From an optimization exercise on the open Yosys and OpenROAD flow, aimed at small area; shortcuts taken in it are not production practice.
Function not checked in this run: the RTL went through the layout flow alone.
Power is estimated from default activity; no workload was simulated.

==> design.v <==
module gamma_oscillator #(
    parameter [8:0] CYCLE_LEN = 9'd256   
)(
    input  wire       clk,
    input  wire       rst_n,
    output reg  [7:0] phase_out,     
    output reg        cycle_start    
);
    always @(posedge clk or negedge rst_n) begin
        if (!rst_n) begin
            phase_out   <= 8'd0;
            cycle_start <= 1'b0;
        end
        else begin
            if (phase_out == CYCLE_LEN - 1) begin
                phase_out   <= 8'd0;
                cycle_start <= 1'b1;   
            end
            else begin
                phase_out   <= phase_out + 8'd1;
                cycle_start <= 1'b0;
            end
        end
    end
endmodule
module theta_oscillator #(
    parameter [2:0] GAMMA_PER_THETA = 3'd7   
)(
    input  wire       clk,
    input  wire       rst_n,
    input  wire       gamma_tick,    
    output reg  [2:0] gamma_cnt,     
    output reg        theta_tick,    
    output wire       episode_last   
);
    assign episode_last = (gamma_cnt == GAMMA_PER_THETA);
    always @(posedge clk or negedge rst_n) begin
        if (!rst_n) begin
            gamma_cnt  <= 3'd0;
            theta_tick <= 1'b0;
        end
        else begin
            theta_tick <= 1'b0;   
            if (gamma_tick) begin
                if (gamma_cnt >= GAMMA_PER_THETA) begin
                    gamma_cnt  <= 3'd0;
                    theta_tick <= 1'b1;
                end
                else begin
                    gamma_cnt <= gamma_cnt + 3'd1;
                end
            end
        end
    end
endmodule
module episode_memory (
    input  wire       clk,
    input  wire       rst_n,
    input  wire       gamma_tick,        
    input  wire       theta_tick,        
    input  wire [2:0] current_winner,    
    output reg  [2:0] episode_winner,    
    output reg  [3:0] episode_strength,  
    output reg        ep_valid           
);
    reg [3:0] vote_0, vote_1, vote_2, vote_3, vote_4, vote_5;
    reg  [2:0] max_idx;
    reg  [3:0] max_val;
    always @(*) begin
        max_idx = 3'd0; max_val = vote_0;
        if (vote_1 > max_val) begin max_val = vote_1; max_idx = 3'd1; end
        if (vote_2 > max_val) begin max_val = vote_2; max_idx = 3'd2; end
        if (vote_3 > max_val) begin max_val = vote_3; max_idx = 3'd3; end
        if (vote_4 > max_val) begin max_val = vote_4; max_idx = 3'd4; end
        if (vote_5 > max_val) begin max_val = vote_5; max_idx = 3'd5; end
    end
    always @(posedge clk or negedge rst_n) begin
        if (!rst_n) begin
            vote_0 <= 4'd0; vote_1 <= 4'd0; vote_2 <= 4'd0;
            vote_3 <= 4'd0; vote_4 <= 4'd0; vote_5 <= 4'd0;
            episode_winner   <= 3'd0;
            episode_strength <= 4'd0;
            ep_valid         <= 1'b0;
        end
        else if (theta_tick) begin
            episode_winner   <= max_idx;
            episode_strength <= max_val;
            ep_valid         <= 1'b1;
            vote_0 <= 4'd0; vote_1 <= 4'd0; vote_2 <= 4'd0;
            vote_3 <= 4'd0; vote_4 <= 4'd0; vote_5 <= 4'd0;
        end
        else if (gamma_tick) begin
            case (current_winner)
                3'd0: if (vote_0 < 4'd15) vote_0 <= vote_0 + 4'd1;
                3'd1: if (vote_1 < 4'd15) vote_1 <= vote_1 + 4'd1;
                3'd2: if (vote_2 < 4'd15) vote_2 <= vote_2 + 4'd1;
                3'd3: if (vote_3 < 4'd15) vote_3 <= vote_3 + 4'd1;
                3'd4: if (vote_4 < 4'd15) vote_4 <= vote_4 + 4'd1;
                3'd5: if (vote_5 < 4'd15) vote_5 <= vote_5 + 4'd1;
                default: ;
            endcase
        end
    end
endmodule
module metacognition #(
    parameter [3:0] EXPLOIT_THR    = 4'd6,
    parameter [3:0] EXPLORE_THR    = 4'd5,
    parameter [1:0] CONF_EXP_THR   = 2'd2,
    parameter [7:0] ERR_HIGH_THR   = 8'd50,   
    parameter [7:0] ERR_FORCE_WIN  = 8'd5     
)(
    input  wire       clk,
    input  wire       rst_n,
    input  wire       theta_tick,
    input  wire [3:0] ep_strength,
    input  wire       ep_valid,
    input  wire [7:0] pred_err,
    input  wire       cyc_start,
    input  wire       input_mismatch,   
    output reg        exploit_mode,
    output wire       explore_mode,
    output reg [1:0]  confidence_level,
    output wire       err_explore     
);
    reg [7:0] err_high_cnt;
    always @(posedge clk or negedge rst_n) begin
        if (!rst_n) begin
            err_high_cnt <= 8'd0;
        end
        else if (cyc_start) begin
            if (pred_err > ERR_HIGH_THR) begin
                if (err_high_cnt < ERR_FORCE_WIN)
                    err_high_cnt <= err_high_cnt + 8'd1;
            end
            else begin
                err_high_cnt <= 8'd0;   
            end
        end
    end
    wire err_forced = (err_high_cnt >= ERR_FORCE_WIN);
    assign err_explore  = err_forced;
    assign explore_mode = err_forced ||
                          input_mismatch ||            
                          (ep_valid &&
                           (ep_strength   <= EXPLORE_THR) &&
                           (confidence_level <= CONF_EXP_THR));
    always @(posedge clk or negedge rst_n) begin
        if (!rst_n) begin
            exploit_mode     <= 1'b0;
            confidence_level <= 2'd0;
        end
        else if (theta_tick && ep_valid) begin
            if (ep_strength >= EXPLOIT_THR) begin
                confidence_level <= 2'd3;
                exploit_mode     <= 1'b1;
            end
            else if (ep_strength <= EXPLORE_THR) begin
                if (confidence_level == 2'd3)
                    confidence_level <= 2'd2;
                else
                    confidence_level <= 2'd1;
                exploit_mode <= 1'b0;
            end
            else begin
                confidence_level <= 2'd2;
                exploit_mode     <= 1'b0;
            end
        end
    end
endmodule
module delta_oscillator #(
    parameter [2:0] THETA_PER_DELTA = 3'd4   
)(
    input  wire       clk,
    input  wire       rst_n,
    input  wire       theta_tick,     
    output reg  [2:0] theta_cnt,      
    output reg        delta_tick,     
    output wire       topic_last      
);
    assign topic_last = (theta_cnt == THETA_PER_DELTA);
    always @(posedge clk or negedge rst_n) begin
        if (!rst_n) begin
            theta_cnt  <= 3'd0;
            delta_tick <= 1'b0;
        end
        else begin
            delta_tick <= 1'b0;
            if (theta_tick) begin
                if (theta_cnt >= THETA_PER_DELTA) begin
                    theta_cnt  <= 3'd0;
                    delta_tick <= 1'b1;   
                end
                else begin
                    theta_cnt <= theta_cnt + 3'd1;
                end
            end
        end
    end
endmodule
module topic_memory #(
    parameter [2:0] TOPIC_STAB_THR = 3'd3   
)(
    input  wire       clk,
    input  wire       rst_n,
    input  wire       theta_tick,
    input  wire       delta_tick,
    input  wire [2:0] ep_winner,
    output reg  [2:0] topic_winner,
    output reg  [2:0] topic_strength,
    output reg        topic_valid
);
    reg [2:0] tvote_0, tvote_1, tvote_2, tvote_3, tvote_4, tvote_5;
    reg [2:0] tmax_idx;
    reg [2:0] tmax_val;
    always @(*) begin
        tmax_idx = 3'd0; tmax_val = tvote_0;
        if (tvote_1 > tmax_val) begin tmax_val = tvote_1; tmax_idx = 3'd1; end
        if (tvote_2 > tmax_val) begin tmax_val = tvote_2; tmax_idx = 3'd2; end
        if (tvote_3 > tmax_val) begin tmax_val = tvote_3; tmax_idx = 3'd3; end
        if (tvote_4 > tmax_val) begin tmax_val = tvote_4; tmax_idx = 3'd4; end
        if (tvote_5 > tmax_val) begin tmax_val = tvote_5; tmax_idx = 3'd5; end
    end
    always @(posedge clk or negedge rst_n) begin
        if (!rst_n) begin
            tvote_0 <= 3'd0; tvote_1 <= 3'd0; tvote_2 <= 3'd0;
            tvote_3 <= 3'd0; tvote_4 <= 3'd0; tvote_5 <= 3'd0;
            topic_winner   <= 3'd0;
            topic_strength <= 3'd0;
            topic_valid    <= 1'b0;
        end
        else if (delta_tick) begin
            if (tmax_val >= TOPIC_STAB_THR) begin
                topic_winner   <= tmax_idx;
                topic_strength <= tmax_val;
            end
            topic_strength <= tmax_val;
            topic_valid    <= 1'b1;
            tvote_0 <= 3'd0; tvote_1 <= 3'd0; tvote_2 <= 3'd0;
            tvote_3 <= 3'd0; tvote_4 <= 3'd0; tvote_5 <= 3'd0;
        end
        else if (theta_tick) begin
            case (ep_winner)
                3'd0: if (tvote_0 < 3'd7) tvote_0 <= tvote_0 + 3'd1;
                3'd1: if (tvote_1 < 3'd7) tvote_1 <= tvote_1 + 3'd1;
                3'd2: if (tvote_2 < 3'd7) tvote_2 <= tvote_2 + 3'd1;
                3'd3: if (tvote_3 < 3'd7) tvote_3 <= tvote_3 + 3'd1;
                3'd4: if (tvote_4 < 3'd7) tvote_4 <= tvote_4 + 3'd1;
                3'd5: if (tvote_5 < 3'd7) tvote_5 <= tvote_5 + 3'd1;
                default: ;
            endcase
        end
    end
endmodule
module phase_neuron #(
    parameter [7:0] THRESHOLD  = 8'd64,    
    parameter [7:0] LEAK       = 8'd8,     
    parameter [7:0] CYCLE_LEN  = 8'd255    
)(
    input  wire       clk,
    input  wire       rst_n,
    input  wire [7:0] global_phase,     
    input  wire       cycle_start,      
    input  wire [7:0] input_current,    
    output reg        spike_out,        
    output reg  [7:0] phase_lock,       
    output reg        fired_this_cycle  
);
    reg [7:0] v_mem;         
    reg       has_fired;     
    reg [8:0] v_next;        
    always @(posedge clk or negedge rst_n) begin
        if (!rst_n) begin
            v_mem           <= 8'd0;
            spike_out       <= 1'b0;
            phase_lock      <= 8'd255;   
            fired_this_cycle<= 1'b0;
            has_fired       <= 1'b0;
            v_next          <= 9'd0;
        end
        else begin
            spike_out <= 1'b0;   
            if (cycle_start) begin
                v_mem            <= 8'd0;
                has_fired        <= 1'b0;
                fired_this_cycle <= 1'b0;
            end
            else if (!has_fired) begin
                v_next = {1'b0, v_mem} + {1'b0, input_current};
                v_mem  <= v_next[8] ? 8'd255 : v_next[7:0];
                if (v_next[8] || v_next[7:0] >= THRESHOLD) begin
                    spike_out        <= 1'b1;
                    phase_lock       <= global_phase;
                    fired_this_cycle <= 1'b1;
                    has_fired        <= 1'b1;
                    v_mem            <= 8'd0;
                end
            end
        end
    end
endmodule
module coincidence_detector #(
    parameter [7:0] PHASE_TOL  = 8'd20,
    parameter [7:0] CYCLE_LEN  = 8'd255
)(
    input  wire       clk,
    input  wire       rst_n,
    input  wire       fired_a,
    input  wire       fired_b,
    input  wire [7:0] phase_a,
    input  wire [7:0] phase_b,
    input  wire       cycle_start,
    output reg  [7:0] relevance,
    output reg        coincident
);
    wire [8:0] pa = {1'b0, phase_a};
    wire [8:0] pb = {1'b0, phase_b};
    wire [8:0] diff_raw = (pa >= pb) ? (pa - pb) : (pb - pa);
    wire [8:0] diff_wrap = 9'd256 - diff_raw;
    wire [7:0] phase_diff = (diff_raw <= diff_wrap) ?
                             diff_raw[7:0] : diff_wrap[7:0];
    wire [7:0] rel_score = 8'd255 - phase_diff;
    always @(posedge clk or negedge rst_n) begin
        if (!rst_n) begin
            relevance  <= 8'd0;
            coincident <= 1'b0;
        end
        else if (cycle_start) begin
            if (fired_a && fired_b) begin
                relevance  <= rel_score;
                coincident <= (phase_diff <= PHASE_TOL) ? 1'b1 : 1'b0;
            end
            else begin
                relevance  <= 8'd0;
                coincident <= 1'b0;
            end
        end
    end
endmodule
module seq2_predictor #(
    parameter [7:0] SLOT_A_INIT = 8'd5,
    parameter [7:0] SLOT_B_INIT = 8'd50,
    parameter [7:0] ETA         = 8'd8
)(
    input  wire       clk,
    input  wire       rst_n,
    input  wire       cycle_start,
    input  wire [7:0] actual_phase,
    input  wire       fired,
    output reg  [7:0] force_pred,    
    output reg        force_valid,   
    output reg  [7:0] slot_A,
    output reg  [7:0] slot_B,
    output reg        last_winner,
    output reg  [7:0] error_out
);
    wire [7:0] rawA = actual_phase - slot_A;
    wire [7:0] invA = 8'd255 - rawA + 8'd1;
    wire [7:0] dA   = (rawA <= invA) ? rawA : invA;
    wire [7:0] rawB = actual_phase - slot_B;
    wire [7:0] invB = 8'd255 - rawB + 8'd1;
    wire [7:0] dB   = (rawB <= invB) ? rawB : invB;
    wire is_A = (dA <= dB);
    wire winner_changed = fired && (last_winner != (is_A ? 1'b0 : 1'b1));
    wire [7:0] winner_dist = is_A ? dA : dB;
    wire [7:0] curr_slot   = is_A ? slot_A : slot_B;
    wire [7:0] raw_dir     = actual_phase - curr_slot;
    wire       dn_dir      = (raw_dir[7] == 1'b1) && (raw_dir != 8'd0);
    wire       up_dir      = (raw_dir[7] == 1'b0) && (raw_dir != 8'd0);
    wire [7:0] step        = (winner_dist[7:2] > 8'd1) ? winner_dist[7:2] : 8'd1;
    reg [8:0]  slot_up;
    always @(posedge clk or negedge rst_n) begin
        if (!rst_n) begin
            slot_A      <= SLOT_A_INIT;
            slot_B      <= SLOT_B_INIT;
            last_winner <= 1'b0;
            force_pred  <= SLOT_B_INIT;
            force_valid <= 1'b0;
            error_out   <= 8'd0;
        end
        else if (cycle_start && fired) begin
            if (winner_dist > 8'd2) begin
                if (is_A) begin
                    if (dn_dir)
                        slot_A <= (slot_A >= step) ? slot_A - step : 8'd0;
                    else if (up_dir) begin
                        slot_up = {1'b0, slot_A} + {1'b0, step};
                        slot_A <= (slot_up > 9'd255) ? 8'd255 : slot_up[7:0];
                    end
                end else begin
                    if (dn_dir)
                        slot_B <= (slot_B >= step) ? slot_B - step : 8'd0;
                    else if (up_dir) begin
                        slot_up = {1'b0, slot_B} + {1'b0, step};
                        slot_B <= (slot_up > 9'd255) ? 8'd255 : slot_up[7:0];
                    end
                end
            end
            if (winner_changed) begin
                force_pred  <= is_A ? slot_A : slot_B;
                force_valid <= 1'b1;
            end else begin
                force_valid <= 1'b0;
            end
            error_out   <= winner_dist;
            last_winner <= is_A ? 1'b0 : 1'b1;
        end
        else if (cycle_start) begin
            force_valid <= 1'b0;
        end
    end
endmodule
module phase_stdp #(
    parameter [7:0] W_INIT   = 8'd128,   
    parameter [7:0] W_MAX    = 8'd255,   
    parameter [7:0] W_MIN    = 8'd1,     
    parameter [7:0] ETA_LTP  = 8'd4,     
    parameter [7:0] ETA_LTD  = 8'd3,     
    parameter [7:0] WINDOW   = 8'd30     
)(
    input  wire       clk,
    input  wire       rst_n,
    input  wire       cycle_start,       
    input  wire [7:0] phase_pre,         
    input  wire [7:0] phase_post,        
    input  wire       fired_pre,         
    input  wire       fired_post,        
    input  wire [7:0] eta_boost,
    output reg  [7:0] weight,            
    output reg        ltp_event,         
    output reg        ltd_event          
);
    wire [7:0] raw_diff = phase_pre - phase_post;   
    wire [7:0] inv_diff   = 8'd255 - raw_diff + 8'd1;  
    wire [7:0] diff_abs   = (raw_diff <= inv_diff) ? raw_diff : inv_diff;
    wire pre_first  = (raw_diff[7] == 1'b1) && (raw_diff != 8'd0);
    wire post_first = (raw_diff[7] == 1'b0) && (raw_diff != 8'd0);
    wire [8:0] dyn_ltp = {1'b0, ETA_LTP} + {1'b0, eta_boost};
    wire [8:0] dyn_ltd = {1'b0, ETA_LTD} + {1'b0, eta_boost};
    wire [7:0] eff_ltp = (dyn_ltp > 9'd255) ? 8'd255 : dyn_ltp[7:0];
    wire [7:0] eff_ltd = (dyn_ltd > 9'd255) ? 8'd255 : dyn_ltd[7:0];
    reg [8:0] w_next;
    always @(posedge clk or negedge rst_n) begin
        if (!rst_n) begin
            weight    <= W_INIT;
            ltp_event <= 1'b0;
            ltd_event <= 1'b0;
        end
        else if (cycle_start) begin
            ltp_event <= 1'b0;
            ltd_event <= 1'b0;
            if (fired_pre && fired_post && (diff_abs <= WINDOW)) begin
                if (pre_first) begin
                    w_next = {1'b0, weight} + {1'b0, eff_ltp};
                    weight    <= (w_next > {1'b0, W_MAX}) ? W_MAX : w_next[7:0];
                    ltp_event <= 1'b1;
                end
                else if (post_first) begin
                    if (weight > eff_ltd + W_MIN)
                        weight <= weight - eff_ltd;
                    else
                        weight <= W_MIN;
                    ltd_event <= 1'b1;
                end
            end
        end
    end
endmodule
module predictive_phase #(
    parameter [7:0] W_INIT    = 8'd128,
    parameter [7:0] ETA_LTP   = 8'd4,
    parameter [7:0] ETA_LTD   = 8'd3,
    parameter [7:0] WINDOW    = 8'd128,
    parameter [7:0] PRED_GAIN = 8'd1
)(
    input  wire       clk,
    input  wire       rst_n,
    input  wire       cycle_start,
    input  wire [7:0] actual_phase,
    input  wire       fired_actual,
    input  wire [7:0] pred_phase_in,    
    input  wire       pred_valid,       
    input  wire [7:0] eta_boost_in,     
    input  wire [7:0] force_pred,       
    input  wire       force_valid,      
    output reg  [7:0] error_mag,
    output reg        error_sign,
    output reg        error_valid,
    output reg  [7:0] pred_phase_out,
    output wire [7:0] weight,
    output wire [7:0] eta_boost_out     
);
    reg [7:0] my_pred;
    wire [9:0] eff_wide = ({2'b0, my_pred} + {2'b0, my_pred} +
                           {2'b0, my_pred} + {2'b0, pred_phase_in});
    wire [7:0] effective_pred = pred_valid ? eff_wide[9:2] : my_pred;
    wire [7:0] raw_err  = actual_phase - effective_pred;
    wire [7:0] inv_err  = 8'd255 - raw_err + 8'd1;
    wire [7:0] err_abs  = (raw_err <= inv_err) ? raw_err : inv_err;
    wire       act_fast = (raw_err[7] == 1'b1) && (raw_err != 8'd0);
    assign eta_boost_out = err_abs >> 2;    
    wire ltp_ev, ltd_ev;
    wire pred_err_valid = (err_abs > 8'd2);
    phase_stdp #(
        .W_INIT(W_INIT),
        .ETA_LTP(ETA_LTP),
        .ETA_LTD(ETA_LTD),
        .WINDOW(WINDOW)
    ) syn (
        .clk(clk), .rst_n(rst_n),
        .cycle_start(cycle_start),
        .phase_pre (act_fast ? actual_phase : effective_pred),
        .phase_post(act_fast ? effective_pred : actual_phase),
        .fired_pre (fired_actual && pred_err_valid),
        .fired_post(fired_actual && pred_err_valid),
        .eta_boost(eta_boost_in),     
        .weight(weight),
        .ltp_event(ltp_ev),
        .ltd_event(ltd_ev)
    );
    wire [7:0] adapt_base = (err_abs[7:2] > 8'd1) ? err_abs[7:2] : 8'd1;
    wire [8:0] adapt_wide = {1'b0, adapt_base} + {1'b0, eta_boost_in[7:2]};
    wire [7:0] adapt_step = (adapt_wide > 9'd255) ? 8'd255 : adapt_wide[7:0];
    reg  [8:0] pred_next;
    always @(posedge clk or negedge rst_n) begin
        if (!rst_n) begin
            my_pred        <= 8'd128;
            pred_phase_out <= 8'd128;
            error_mag      <= 8'd0;
            error_sign     <= 1'b0;
            error_valid    <= 1'b0;
        end
        else if (cycle_start && fired_actual) begin
            error_mag   <= err_abs;
            error_sign  <= ~act_fast;
            error_valid <= pred_err_valid;
            if (force_valid) begin
                my_pred <= force_pred;
            end else if (pred_err_valid) begin
                if (act_fast) begin
                    if (my_pred >= adapt_step)
                        my_pred <= my_pred - adapt_step;
                    else
                        my_pred <= 8'd0;
                end else begin
                    pred_next = {1'b0, my_pred} + {1'b0, adapt_step};
                    my_pred <= (pred_next > 9'd255) ? 8'd255 : pred_next[7:0];
                end
            end else if (pred_valid) begin
                if (pred_phase_in > my_pred)
                    my_pred <= my_pred + 8'd1;
                else if (pred_phase_in < my_pred && my_pred > 8'd0)
                    my_pred <= my_pred - 8'd1;
            end
            pred_phase_out <= force_valid ? force_pred : my_pred;
        end
        else if (cycle_start) begin
            error_valid <= 1'b0;
        end
    end
endmodule
module pst_brain_v2 #(
    parameter [7:0] THRESHOLD    = 8'd200,
    parameter [7:0] PHASE_TOL    = 8'd15,
    parameter [7:0] ETA_LTP      = 8'd4,
    parameter [7:0] ETA_LTD      = 8'd2,
    parameter [2:0] W_SHIFT      = 3'd2,
    parameter [7:0] DECAY_PERIOD = 8'd2,
    parameter [7:0] ERR_WIN      = 8'd3,
    parameter [7:0] ERR_THR      = 8'd5,
    parameter [3:0] EP_BIAS      = 4'd4,    
    parameter [3:0] TOPIC_BIAS   = 4'd2,    
    parameter [7:0] SLOT_A_INIT  = 8'd0,
    parameter [7:0] SLOT_B_INIT  = 8'd213
)(
    input  wire        clk,
    input  wire        rst_n,
    input  wire [7:0]  cur0, cur1, cur2, cur3,
    output wire [7:0]  phase0, phase1, phase2, phase3,
    output wire [2:0]  winner,
    output wire [7:0]  winner_score,
    output wire [7:0]  winner_rel,
    output wire [7:0]  w_ab, w_ac, w_ad, w_bc, w_bd, w_cd,
    output wire [7:0]  seq_slot_A, seq_slot_B,
    output wire        seq_force_valid,
    output wire [7:0]  seq_force_pred,
    output wire [7:0]  pred_out,
    output wire [7:0]  pred_err,
    output wire        reward_out,   
    output wire [2:0]  gamma_cnt,
    output wire        theta_tick,
    output wire        episode_last,
    output wire [2:0]  ep_winner,
    output wire [3:0]  ep_strength,
    output wire        ep_valid,
    output wire        exploit_mode,
    output wire        explore_mode,
    output wire [1:0]  confidence_level,
    output wire [2:0]  theta_cnt,       
    output wire        delta_tick,      
    output wire [2:0]  topic_winner,
    output wire [2:0]  topic_strength,
    output wire        topic_valid,
    output wire        err_explore      
);
    wire [7:0] gphase;
    wire       cyc_start;
    gamma_oscillator #(.CYCLE_LEN(9'd256)) osc (
        .clk(clk), .rst_n(rst_n),
        .phase_out(gphase), .cycle_start(cyc_start)
    );
    theta_oscillator #(.GAMMA_PER_THETA(3'd7)) theta (
        .clk(clk), .rst_n(rst_n),
        .gamma_tick(cyc_start),
        .gamma_cnt(gamma_cnt),
        .theta_tick(theta_tick),
        .episode_last(episode_last)
    );
    episode_memory ep_mem (
        .clk(clk), .rst_n(rst_n),
        .gamma_tick(cyc_start),
        .theta_tick(theta_tick),
        .current_winner(winner_w),
        .episode_winner(ep_winner),
        .episode_strength(ep_strength),
        .ep_valid(ep_valid)
    );
    metacognition #(.EXPLOIT_THR(4'd6), .EXPLORE_THR(4'd5), .CONF_EXP_THR(2'd2),
                    .ERR_HIGH_THR(8'd50), .ERR_FORCE_WIN(8'd5)) meta (
        .clk(clk), .rst_n(rst_n),
        .theta_tick(theta_tick),
        .ep_strength(ep_strength),
        .ep_valid(ep_valid),
        .pred_err(pred_err_w),
        .cyc_start(cyc_start),
        .input_mismatch(input_mismatch),   
        .exploit_mode(exploit_mode),
        .explore_mode(explore_mode),
        .confidence_level(confidence_level),
        .err_explore(err_explore_w)
    );
    delta_oscillator #(.THETA_PER_DELTA(3'd4)) delta (
        .clk(clk), .rst_n(rst_n),
        .theta_tick(theta_tick),
        .theta_cnt(theta_cnt),
        .delta_tick(delta_tick),
        .topic_last()
    );
    topic_memory topic (
        .clk(clk), .rst_n(rst_n),
        .theta_tick(theta_tick),
        .delta_tick(delta_tick),
        .ep_winner(ep_winner),
        .topic_winner(topic_winner),
        .topic_strength(topic_strength),
        .topic_valid(topic_valid)
    );
    wire fired0, fired1, fired2, fired3;
    phase_neuron #(.THRESHOLD(THRESHOLD),.LEAK(8'd0)) n0 (
        .clk(clk),.rst_n(rst_n),.global_phase(gphase),.cycle_start(cyc_start),
        .input_current(cur0),.spike_out(),.phase_lock(phase0),.fired_this_cycle(fired0));
    phase_neuron #(.THRESHOLD(THRESHOLD),.LEAK(8'd0)) n1 (
        .clk(clk),.rst_n(rst_n),.global_phase(gphase),.cycle_start(cyc_start),
        .input_current(cur1),.spike_out(),.phase_lock(phase1),.fired_this_cycle(fired1));
    phase_neuron #(.THRESHOLD(THRESHOLD),.LEAK(8'd0)) n2 (
        .clk(clk),.rst_n(rst_n),.global_phase(gphase),.cycle_start(cyc_start),
        .input_current(cur2),.spike_out(),.phase_lock(phase2),.fired_this_cycle(fired2));
    phase_neuron #(.THRESHOLD(THRESHOLD),.LEAK(8'd0)) n3 (
        .clk(clk),.rst_n(rst_n),.global_phase(gphase),.cycle_start(cyc_start),
        .input_current(cur3),.spike_out(),.phase_lock(phase3),.fired_this_cycle(fired3));
    wire [7:0] rel_ab, rel_ac, rel_ad, rel_bc, rel_bd, rel_cd;
    wire       coin_ab, coin_ac, coin_ad, coin_bc, coin_bd, coin_cd;
    coincidence_detector #(.PHASE_TOL(PHASE_TOL)) cd_ab (
        .clk(clk),.rst_n(rst_n),.cycle_start(cyc_start),
        .fired_a(fired0),.fired_b(fired1),.phase_a(phase0),.phase_b(phase1),
        .relevance(rel_ab),.coincident(coin_ab));
    coincidence_detector #(.PHASE_TOL(PHASE_TOL)) cd_ac (
        .clk(clk),.rst_n(rst_n),.cycle_start(cyc_start),
        .fired_a(fired0),.fired_b(fired2),.phase_a(phase0),.phase_b(phase2),
        .relevance(rel_ac),.coincident(coin_ac));
    coincidence_detector #(.PHASE_TOL(PHASE_TOL)) cd_ad (
        .clk(clk),.rst_n(rst_n),.cycle_start(cyc_start),
        .fired_a(fired0),.fired_b(fired3),.phase_a(phase0),.phase_b(phase3),
        .relevance(rel_ad),.coincident(coin_ad));
    coincidence_detector #(.PHASE_TOL(PHASE_TOL)) cd_bc (
        .clk(clk),.rst_n(rst_n),.cycle_start(cyc_start),
        .fired_a(fired1),.fired_b(fired2),.phase_a(phase1),.phase_b(phase2),
        .relevance(rel_bc),.coincident(coin_bc));
    coincidence_detector #(.PHASE_TOL(PHASE_TOL)) cd_bd (
        .clk(clk),.rst_n(rst_n),.cycle_start(cyc_start),
        .fired_a(fired1),.fired_b(fired3),.phase_a(phase1),.phase_b(phase3),
        .relevance(rel_bd),.coincident(coin_bd));
    coincidence_detector #(.PHASE_TOL(PHASE_TOL)) cd_cd (
        .clk(clk),.rst_n(rst_n),.cycle_start(cyc_start),
        .fired_a(fired2),.fired_b(fired3),.phase_a(phase2),.phase_b(phase3),
        .relevance(rel_cd),.coincident(coin_cd));
    wire [7:0] stdp_ab, stdp_ac, stdp_ad, stdp_bc, stdp_bd, stdp_cd;
    wire [2:0] winner_w;
    wire en_ab = (winner_w == 3'd0);
    wire en_ac = (winner_w == 3'd1);
    wire en_ad = (winner_w == 3'd2);
    wire en_bc = (winner_w == 3'd3);
    wire en_bd = (winner_w == 3'd4);
    wire en_cd = (winner_w == 3'd5);
    wire prot_any = topic_valid && !explore_mode;
    wire prot_ab = prot_any;
    wire prot_ac = prot_any;
    wire prot_ad = prot_any;
    wire prot_bc = prot_any;
    wire prot_bd = prot_any;
    wire prot_cd = prot_any;
    stdp_gated #(.W_INIT(8'd128),.ETA_LTP(ETA_LTP),.ETA_LTD(ETA_LTD),.DECAY_PERIOD(DECAY_PERIOD)) s_ab (
        .clk(clk),.rst_n(rst_n),.cycle_start(cyc_start),.enable(en_ab),.reward(internal_reward),.protect(prot_ab),
        .phase_pre(phase0),.fired_pre(fired0),
        .phase_post(phase1),.fired_post(fired1),
        .weight(stdp_ab));
    stdp_gated #(.W_INIT(8'd128),.ETA_LTP(ETA_LTP),.ETA_LTD(ETA_LTD),.DECAY_PERIOD(DECAY_PERIOD)) s_ac (
        .clk(clk),.rst_n(rst_n),.cycle_start(cyc_start),.enable(en_ac),.reward(internal_reward),.protect(prot_ac),
        .phase_pre(phase0),.fired_pre(fired0),
        .phase_post(phase2),.fired_post(fired2),
        .weight(stdp_ac));
    stdp_gated #(.W_INIT(8'd128),.ETA_LTP(ETA_LTP),.ETA_LTD(ETA_LTD),.DECAY_PERIOD(DECAY_PERIOD)) s_ad (
        .clk(clk),.rst_n(rst_n),.cycle_start(cyc_start),.enable(en_ad),.reward(internal_reward),.protect(prot_ad),
        .phase_pre(phase0),.fired_pre(fired0),
        .phase_post(phase3),.fired_post(fired3),
        .weight(stdp_ad));
    stdp_gated #(.W_INIT(8'd128),.ETA_LTP(ETA_LTP),.ETA_LTD(ETA_LTD),.DECAY_PERIOD(DECAY_PERIOD)) s_bc (
        .clk(clk),.rst_n(rst_n),.cycle_start(cyc_start),.enable(en_bc),.reward(internal_reward),.protect(prot_bc),
        .phase_pre(phase1),.fired_pre(fired1),
        .phase_post(phase2),.fired_post(fired2),
        .weight(stdp_bc));
    stdp_gated #(.W_INIT(8'd128),.ETA_LTP(ETA_LTP),.ETA_LTD(ETA_LTD),.DECAY_PERIOD(DECAY_PERIOD)) s_bd (
        .clk(clk),.rst_n(rst_n),.cycle_start(cyc_start),.enable(en_bd),.reward(internal_reward),.protect(prot_bd),
        .phase_pre(phase1),.fired_pre(fired1),
        .phase_post(phase3),.fired_post(fired3),
        .weight(stdp_bd));
    stdp_gated #(.W_INIT(8'd128),.ETA_LTP(ETA_LTP),.ETA_LTD(ETA_LTD),.DECAY_PERIOD(DECAY_PERIOD)) s_cd (
        .clk(clk),.rst_n(rst_n),.cycle_start(cyc_start),.enable(en_cd),.reward(internal_reward),.protect(prot_cd),
        .phase_pre(phase2),.fired_pre(fired2),
        .phase_post(phase3),.fired_post(fired3),
        .weight(stdp_cd));
    assign w_ab = stdp_ab; assign w_ac = stdp_ac; assign w_ad = stdp_ad;
    assign w_bc = stdp_bc; assign w_bd = stdp_bd; assign w_cd = stdp_cd;
    wire ctx_gate = force_valid_w | explore_mode | input_mismatch_ctx;
    wire [7:0] ep_b_ab    = (ep_valid    && (ep_winner    == 3'd0)) ? {4'd0, EP_BIAS}    : 8'd0;
    wire [7:0] ep_b_ac    = (ep_valid    && (ep_winner    == 3'd1)) ? {4'd0, EP_BIAS}    : 8'd0;
    wire [7:0] ep_b_ad    = (ep_valid    && (ep_winner    == 3'd2)) ? {4'd0, EP_BIAS}    : 8'd0;
    wire [7:0] ep_b_bc    = (ep_valid    && (ep_winner    == 3'd3)) ? {4'd0, EP_BIAS}    : 8'd0;
    wire [7:0] ep_b_bd    = (ep_valid    && (ep_winner    == 3'd4)) ? {4'd0, EP_BIAS}    : 8'd0;
    wire [7:0] ep_b_cd    = (ep_valid    && (ep_winner    == 3'd5)) ? {4'd0, EP_BIAS}    : 8'd0;
    wire [7:0] top_b_ab   = (topic_valid && (topic_winner == 3'd0)) ? {5'd0, TOPIC_BIAS} : 8'd0;
    wire [7:0] top_b_ac   = (topic_valid && (topic_winner == 3'd1)) ? {5'd0, TOPIC_BIAS} : 8'd0;
    wire [7:0] top_b_ad   = (topic_valid && (topic_winner == 3'd2)) ? {5'd0, TOPIC_BIAS} : 8'd0;
    wire [7:0] top_b_bc   = (topic_valid && (topic_winner == 3'd3)) ? {5'd0, TOPIC_BIAS} : 8'd0;
    wire [7:0] top_b_bd   = (topic_valid && (topic_winner == 3'd4)) ? {5'd0, TOPIC_BIAS} : 8'd0;
    wire [7:0] top_b_cd   = (topic_valid && (topic_winner == 3'd5)) ? {5'd0, TOPIC_BIAS} : 8'd0;
    wire [7:0] score_ab = rel_ab[7:1]
                        + (ctx_gate    ? 8'd0 : stdp_ab[7:2])    
                        + (explore_mode? 8'd0 : ep_b_ab)         
                        + (explore_mode? 8'd0 : top_b_ab);       
    wire [7:0] score_ac = rel_ac[7:1]
                        + (ctx_gate    ? 8'd0 : stdp_ac[7:2])
                        + (explore_mode? 8'd0 : ep_b_ac)
                        + (explore_mode? 8'd0 : top_b_ac);
    wire [7:0] score_ad = rel_ad[7:1]
                        + (ctx_gate    ? 8'd0 : stdp_ad[7:2])
                        + (explore_mode? 8'd0 : ep_b_ad)
                        + (explore_mode? 8'd0 : top_b_ad);
    wire [7:0] score_bc = rel_bc[7:1]
                        + (ctx_gate    ? 8'd0 : stdp_bc[7:2])
                        + (explore_mode? 8'd0 : ep_b_bc)
                        + (explore_mode? 8'd0 : top_b_bc);
    wire [7:0] score_bd = rel_bd[7:1]
                        + (ctx_gate    ? 8'd0 : stdp_bd[7:2])
                        + (explore_mode? 8'd0 : ep_b_bd)
                        + (explore_mode? 8'd0 : top_b_bd);
    wire [7:0] score_cd = rel_cd[7:1]
                        + (ctx_gate    ? 8'd0 : stdp_cd[7:2])
                        + (explore_mode? 8'd0 : ep_b_cd)
                        + (explore_mode? 8'd0 : top_b_cd);
    reg [2:0] w_comb;
    reg [7:0] ws_comb;   
    reg [7:0] wr_comb;   
    always @(*) begin
        w_comb=3'd0; ws_comb=score_ab; wr_comb=rel_ab;
        if (score_ac>ws_comb) begin w_comb=3'd1; ws_comb=score_ac; wr_comb=rel_ac; end
        if (score_ad>ws_comb) begin w_comb=3'd2; ws_comb=score_ad; wr_comb=rel_ad; end
        if (score_bc>ws_comb) begin w_comb=3'd3; ws_comb=score_bc; wr_comb=rel_bc; end
        if (score_bd>ws_comb) begin w_comb=3'd4; ws_comb=score_bd; wr_comb=rel_bd; end
        if (score_cd>ws_comb) begin w_comb=3'd5; ws_comb=score_cd; wr_comb=rel_cd; end
    end
    reg [7:0] wa_comb;   
    always @(*) begin
        wa_comb = 8'd0;
        if (w_comb != 3'd0 && rel_ab > wa_comb) wa_comb = rel_ab;
        if (w_comb != 3'd1 && rel_ac > wa_comb) wa_comb = rel_ac;
        if (w_comb != 3'd2 && rel_ad > wa_comb) wa_comb = rel_ad;
        if (w_comb != 3'd3 && rel_bc > wa_comb) wa_comb = rel_bc;
        if (w_comb != 3'd4 && rel_bd > wa_comb) wa_comb = rel_bd;
        if (w_comb != 3'd5 && rel_cd > wa_comb) wa_comb = rel_cd;
    end
    reg [2:0]  winner_r;
    reg [7:0]  winner_score_r, winner_rel_r, winner_alt_rel_r;
    always @(posedge clk or negedge rst_n) begin
        if (!rst_n) begin winner_r<=0; winner_score_r<=0; winner_rel_r<=0; winner_alt_rel_r<=0; end
        else if (cyc_start) begin
            winner_r       <= w_comb;
            winner_score_r <= ws_comb;
            winner_rel_r   <= wr_comb;
            winner_alt_rel_r <= wa_comb;
        end
    end
    assign winner_w     = winner_r;
    assign winner       = winner_r;
    assign winner_score = winner_score_r;
    assign winner_rel   = winner_rel_r;
    localparam [7:0] MISMATCH_DIF   = 8'd20;   
    localparam [7:0] STABLE_WIN     = 8'd10;   
    reg [2:0] prev_winner_r;
    reg [7:0] stable_cnt;
    always @(posedge clk or negedge rst_n) begin
        if (!rst_n) begin
            prev_winner_r <= 3'd0;
            stable_cnt    <= 8'd0;
        end
        else if (cyc_start) begin
            if (winner_r == prev_winner_r) begin
                if (stable_cnt < 8'd255) stable_cnt <= stable_cnt + 8'd1;
            end
            else begin
                stable_cnt <= 8'd0;   
            end
            prev_winner_r <= winner_r;
        end
    end
    wire winner_stable = (stable_cnt >= STABLE_WIN);
    wire input_mismatch = !winner_stable &&
                          (winner_alt_rel_r > winner_rel_r + MISMATCH_DIF);
    localparam [7:0] MISMATCH_CTX = 8'd40;
    wire input_mismatch_ctx = (winner_alt_rel_r > winner_rel_r + MISMATCH_CTX);
    reg [7:0] win_idx_mapped;
    always @(*) begin
        case (winner_r)
            3'd0: win_idx_mapped = 8'd0;
            3'd1: win_idx_mapped = 8'd43;
            3'd2: win_idx_mapped = 8'd85;
            3'd3: win_idx_mapped = 8'd128;
            3'd4: win_idx_mapped = 8'd170;
            3'd5: win_idx_mapped = 8'd213;
            default: win_idx_mapped = 8'd0;
        endcase
    end
    wire [7:0] force_pred_w, seq_err_w;
    wire       force_valid_w, seq_lw_w;
    reg win_fired_a_r, win_fired_b_r;
    always @(*) begin
        case (winner_r)
            3'd0: begin win_fired_a_r=fired0; win_fired_b_r=fired1; end
            3'd1: begin win_fired_a_r=fired0; win_fired_b_r=fired2; end
            3'd2: begin win_fired_a_r=fired0; win_fired_b_r=fired3; end
            3'd3: begin win_fired_a_r=fired1; win_fired_b_r=fired2; end
            3'd4: begin win_fired_a_r=fired1; win_fired_b_r=fired3; end
            3'd5: begin win_fired_a_r=fired2; win_fired_b_r=fired3; end
            default: begin win_fired_a_r=1'b0; win_fired_b_r=1'b0; end
        endcase
    end
    wire win_fired = win_fired_a_r | win_fired_b_r;
    seq2_predictor #(
        .SLOT_A_INIT(SLOT_A_INIT),
        .SLOT_B_INIT(SLOT_B_INIT),
        .ETA(8'd8)
    ) seq2 (
        .clk(clk), .rst_n(rst_n), .cycle_start(cyc_start),
        .actual_phase(win_idx_mapped),
        .fired(win_fired),
        .force_pred(force_pred_w),
        .force_valid(force_valid_w),
        .slot_A(seq_slot_A), .slot_B(seq_slot_B),
        .last_winner(seq_lw_w), .error_out(seq_err_w)
    );
    assign seq_force_valid = force_valid_w;
    assign seq_force_pred  = force_pred_w;
    wire pred_err_sign, pred_err_valid;
    wire [7:0] pred_boost_out;
    predictive_phase #(
        .W_INIT(8'd128),
        .ETA_LTP(ETA_LTP),
        .ETA_LTD(ETA_LTD),
        .WINDOW(8'd128)
    ) pred (
        .clk(clk), .rst_n(rst_n), .cycle_start(cyc_start),
        .actual_phase(win_idx_mapped),
        .fired_actual(win_fired),
        .pred_phase_in(8'd0),
        .pred_valid(1'b0),
        .eta_boost_in(8'd0),
        .force_pred(force_pred_w),
        .force_valid(force_valid_w),
        .error_mag(pred_err),
        .error_sign(pred_err_sign),
        .error_valid(pred_err_valid),
        .pred_phase_out(pred_out),
        .weight(),
        .eta_boost_out(pred_boost_out)
    );
    assign err_explore = err_explore_w;
    wire        pred_err_internal;
    wire [7:0]  pred_err_w;
    wire        err_explore_w;        
    assign pred_err_internal = pred_err;
    assign pred_err_w        = pred_err;
    reg [7:0] err_zero_cnt;    
    reg       internal_reward;
    always @(posedge clk or negedge rst_n) begin
        if (!rst_n) begin
            err_zero_cnt   <= 8'd0;
            internal_reward <= 1'b0;
        end
        else if (cyc_start) begin
            if (pred_err_w < ERR_THR) begin
                err_zero_cnt <= (err_zero_cnt < ERR_WIN) ? err_zero_cnt + 8'd1 : ERR_WIN;
                internal_reward <= (err_zero_cnt >= ERR_WIN - 8'd1) ? 1'b1 : 1'b0;
            end
            else begin
                err_zero_cnt   <= 8'd0;
                internal_reward <= 1'b0;
            end
        end
    end
    assign reward_out = internal_reward;
endmodule
module stdp_gated #(
    parameter [7:0] W_INIT       = 8'd128,
    parameter [7:0] W_MAX        = 8'd190,
    parameter [7:0] W_MIN        = 8'd80,
    parameter [7:0] ETA_LTP      = 8'd4,
    parameter [7:0] ETA_LTD      = 8'd2,
    parameter [7:0] WINDOW       = 8'd30,
    parameter [7:0] DECAY_PERIOD = 8'd2
)(
    input  wire       clk,
    input  wire       rst_n,
    input  wire       cycle_start,
    input  wire       enable,
    input  wire       reward,       
    input  wire       protect,      
    input  wire [7:0] phase_pre,
    input  wire       fired_pre,
    input  wire [7:0] phase_post,
    input  wire       fired_post,
    output reg  [7:0] weight
);
    wire [7:0] raw_diff = phase_pre - phase_post;
    wire [7:0] inv_diff = 8'd255 - raw_diff + 8'd1;
    wire [7:0] diff_abs = (raw_diff <= inv_diff) ? raw_diff : inv_diff;
    wire pre_first  = (raw_diff[7] == 1'b1) && (raw_diff != 8'd0);
    wire post_first = (raw_diff[7] == 1'b0) && (raw_diff != 8'd0);
    wire [7:0] eff_ltp = reward ? ((ETA_LTP << 1 > 8'd255) ? 8'd255 : ETA_LTP << 1)
                                : ETA_LTP;
    reg [7:0] decay_cnt;
    reg [8:0] w_next;
    always @(posedge clk or negedge rst_n) begin
        if (!rst_n) begin
            weight    <= W_INIT;
            decay_cnt <= 8'd0;
        end
        else if (cycle_start) begin
            if (decay_cnt >= DECAY_PERIOD - 1) begin
                decay_cnt <= 8'd0;
                if (!protect && weight > W_MIN) weight <= weight - 8'd1;
            end
            else begin
                decay_cnt <= decay_cnt + 8'd1;
                if (enable && fired_pre && fired_post && (diff_abs <= WINDOW)) begin
                    if (pre_first) begin
                        w_next = {1'b0, weight} + {1'b0, eff_ltp};
                        weight <= (w_next > {1'b0, W_MAX}) ? W_MAX : w_next[7:0];
                    end
                    else if (post_first && !protect) begin
                        if (weight > ETA_LTD + W_MIN)
                            weight <= weight - ETA_LTD;
                        else
                            weight <= W_MIN;
                    end
                end
            end
        end
    end
endmodule
==> run.sh <==
#!/bin/bash
# synth_recipe.tcl (not shown) runs the flow's synth.tcl, then flattens the netlist and writes it again
# the make line also repeats each setting of config.mk as NAME=value (left out here)
make -C /OpenROAD-flow-scripts/flow DESIGN_CONFIG=/design/flow/config.mk WORK_HOME=/design/flow/orfs CLKGATE_MAP_FILE= SYNTH_SCRIPT=/design/flow/synth_recipe.tcl finish
==> config.mk <==
export PLATFORM = sky130hd
export DESIGN_NAME = pst_brain_v2
export DESIGN_NICKNAME = pst_brain_v2
export VERILOG_FILES = /design/flow/design.v
export SDC_FILE = /design/flow/constraint.sdc
export NUM_CORES = 4
export LEC_CHECK = 0
export CAP_MARGIN = 20
export CORE_MARGIN = 2
export CORE_UTILIZATION = 40
export SLEW_MARGIN = 20
==> constraint.sdc <==
create_clock -name core_clock -period 40.0 [get_ports {clk}]
set_input_delay 8.0000 -clock core_clock [delete_from_list [all_inputs] [get_ports {clk}]]
set_output_delay 8.0000 -clock core_clock [all_outputs]
set_load 0.01 [all_outputs]
==> summary.txt <==
-- routing by layer --
metal,vias to the layer above,GRT usage [%],part of all wire (%)
li1,17300,-,-
met1,17100,32.8,45
met2,873,40.3,46
met3,160,4.89,6.7
met4,0,7.13,2.5
met5,-,0,0
-- cell type report --
class | count | area [um^2] | share of cell area [%]
inverter | 410 | 1540 | 3.45
timing repair buffer | 242 | 2330 | 5.22
antenna | 4 | 10.0 | 0.0224
multi-input combinational | 3812 | 27400 | 61.4
clock inverter | 22 | 229 | 0.513
clock buffer | 71 | 1490 | 3.34
sequential | 398 | 10000 | 22.5
tap | 1287 | 1610 | 3.61
-- cell families after synthesis --
family	synth area share, %
xor+xnor	5.83
buf+inv	5.59
compound gates	21.9
mux	4.76
simple gates	16.9
fa+ha+maj	19.6
flops	25.4
-- cell usage after synthesis, types with 13 or more instances --
cell and n:
mux2_2 82, nor2b_1 83, o21a_1 19, o22ai_1 48
dfstp_2 50, a21oi_1 454, a41oi_1 13, clkbuf_1 154
or3_1 34, a21o_1 119, nand2b_1 50, o31ai_1 37
o21bai_1 73, nor3_1 91, fa_1 50, nor2_1 466
a211oi_1 43, nand4_1 59, nand3b_1 18, inv_1 408
o21ai_0 293, nand3_1 123, xnor2_1 176, mux2i_1 92
ha_1 536, nand2_1 307, nor4_1 32, a31oi_1 58
and2_1 37, buf_1 16, xor2_1 87, a22o_1 22
a22oi_1 17, o21ai_1 23, o2bb2ai_1 22, and3_1 33
dfrtp_1 348, o211ai_1 13, o22a_1 14
-- stage by stage --
step           hold slack, ns  power [W]  worst slack, ns
3_5_place_dp            0.462   0.000585            14.07
3_3_place_gp            0.455   0.000584            14.71
2_1_floorplan           0.443   0.000528            17.66
6_report                0.471    0.00106            13.54
5_1_grt                 0.498    0.00110            10.97
4_1_cts                 0.474    0.00107            14.03
-- worst max-delay path: cells and delay by family, from the launching register on --
| family | cells | cell delay [ns] |
|---|---|---|
| muxes | 4 | 1.31 |
| and+or+nand+nor | 31 | 5.56 |
| DFF | 1 | 0.47 |
| AOI/OAI and AO/OA | 58 | 11.98 |
| xor gates and xnor gates | 1 | 0.13 |
| adders and majority gates | 15 | 4.46 |
| buffers and inverters | 12 | 2.33 |
-- report_power, final --
part | internal [W] | total (W) | switching [W]
combinational | 0.0000662 | 0.000170 | 0.000104
clock | 0.000280 | 0.000480 | 0.000199
sequential | 0.000405 | 0.000409 | 0.00000402
total | 0.000752 | 0.00106 | 0.000307
-- worst paths after layout --
check,startpoint,to,slack (ns),cells after the start
max in group asynchronous,rst_n,s_bd.weight[4]$_DFFE_PN0P_,29.75,4
worst max register to register,winner_rel_r[4]$_DFFE_PN0P_,winner_alt_rel_r[1]$_DFFE_PN0P_,13.54,121
worst max-delay path,winner_rel_r[4]$_DFFE_PN0P_,winner_alt_rel_r[1]$_DFFE_PN0P_,13.54,121
worst min-delay path,n1.v_mem[5]$_DFFE_PN0P_,n1.v_mem[5]$_DFFE_PN0P_,0.47,2
min in group asynchronous,rst_n,delta.delta_tick$_DFF_PN0_,7.40,1
worst min register to register,n1.v_mem[5]$_DFFE_PN0P_,n1.v_mem[5]$_DFFE_PN0P_,0.47,2
-- layout by cell type, fill, tap and decap left out, types with 85 or more instances in the layout --
cell type	n
ha_1	536
nor2_1	464
a21oi_1	452
inv_1	407
dfrtp_1	346
nand2_1	307
o21ai_0	293
clkdlybuf4s50_1	202
xnor2_1	175
nand3_1	123
a21o_1	119
mux2i_1	92
nor3_1	88
xor2_1	85
==> flow_summary.toml <==
[status]
status = "complete, no violations"

[die]
dieWidth_um = 318
dieHeight_um = 318
pin_count = 204
die_area_um2 = 101000
placement_rows = 115
coreArea_um2 = 98100
start_util_pct = 40.3

[power]
peakVddDrop_v = 0.0000296
leakage_nw = 21.2
p_per_area_nw_per_um2 = 23.7

[setup_path]
required_ns = 40.57
slowest_stage = "a311oi_1"
arrival_ns = 27.03
end_kind = "flip-flop"
path_max_fanout = 32
slowest_delay_ns = 0.91
start_kind = "flip-flop"
worstSetupPathType = "flip-flop to flip-flop"

[clocking]
cts_sinks = 398
cts_buffers = 50
ctsResizeCount = 0
holdBufCountCts = 0
cts_setup_buffers = 0
clkTransAtPathRegs_ns = 0.06
clock_latency_ns = 0.66
ctsHtreeMaxLevel = 2
cts_max_path_buffers = 3
cts_tree = "yes"
cts_root_buf = "clkbuf_16"

[cells_and_area]
drive_gt1_share_pct = 6.52
syn2layout_area_growth_pct = 12.9
fin_util_pct = 45.5
instances_no_fill = 6246
n_fill_cell = 9859
final_nets = 5534
fin_area_um2 = 44600

[drt]
antenna_left = 0
avgViaCountPerCell = 5.68
drc_errors = 0
drt_wl_total_mm = 127
firstDrtPassIters = 6
wl_per_cell_um = 20.3
drtIter0Drc = 2774
vias = 35500

[global_route]
grt_pass1_vias = 34200
globalRouteOverflowTotal = 0
antenna_found_initial = 3
grt_pass1_wl_mm = 199
grt_max_degree = 113
grt_usage_pct = 24.6

[timing]
fin_crit_sh_pct = 66.2
rsz0062_at_grt = "no"
skew_ns = 0.0295
slew_violations = 0
finalSetupViolCount = 0
min_period_ns = 26.46
worst_pin_slew_ns = 1.10
fin_setup_tns_ns = 0
max_freq_mhz = 37.8
slew_headroom_pct = 26.1
hold_viol_final = 0

[yosys]
synth_top_area_share_pct = 22.0
syn_avg_cell_area_um2 = 8.24
synth_edf_count = 0
synth_warnings = 13
synthArstFlopShare_pct = 100
synth_seq_cells = 398
yosys.area.top_type = "dfrtp_1"
synth.area.top_cells = "dfrtp_1 (22%), ha_1 (17%), a21oi_1 (5.7%), nor2_1 (4.4%), xnor2_1 (3.9%)"
netlist_area_um2 = 39500
synth_cells = 4795
ys_types = 93
synthesis.nets = 5415
synth_ff_type = "dfrtp_1"
yosysSeqAreaShare_pct = 25.4

[min_path]
hold_class = "flip-flop to flip-flop"

[placement]
io_buffer_count = 203
gp_congestion = 0.964
dpl.hpwl_mm = 97.6
placed_cells = 6149
placedInstanceArea_um2 = 42900

[flow_run]
cap_violations = 0

==> afterwards: timing with drivers on the ports <==
In the flow no input, the clock included, has a driving cell. The finished layout below was timed again as built, in two steps.
Step 1, drivers: a clkbuf_16 drives clk and a buf_2 each remaining input, both assumed.
Step 2 adds t to the input delays and takes it off the output delays; t is the mean of the earliest and latest rising clock arrival at the registers after step 1. Input paths then give back, and output paths get back, about the clock's delay inside the block.
a / b / c = no drivers / after step 1 / after step 2; a / b = the first two.
t (ns): 0.716
slack for setup (ns): 13.535 / 13.535 / 13.535
clock arrival spread, ns: 0.032 / 0.031
slew at the worst register clock pin (ns): 0.07 / 0.07
pins driven straight from the clock port: 1
After both steps setup and hold are still met in this run. For this run, drivers alone change the setup slack by 0.000 ns; drivers and shift together by 0.000 ns.
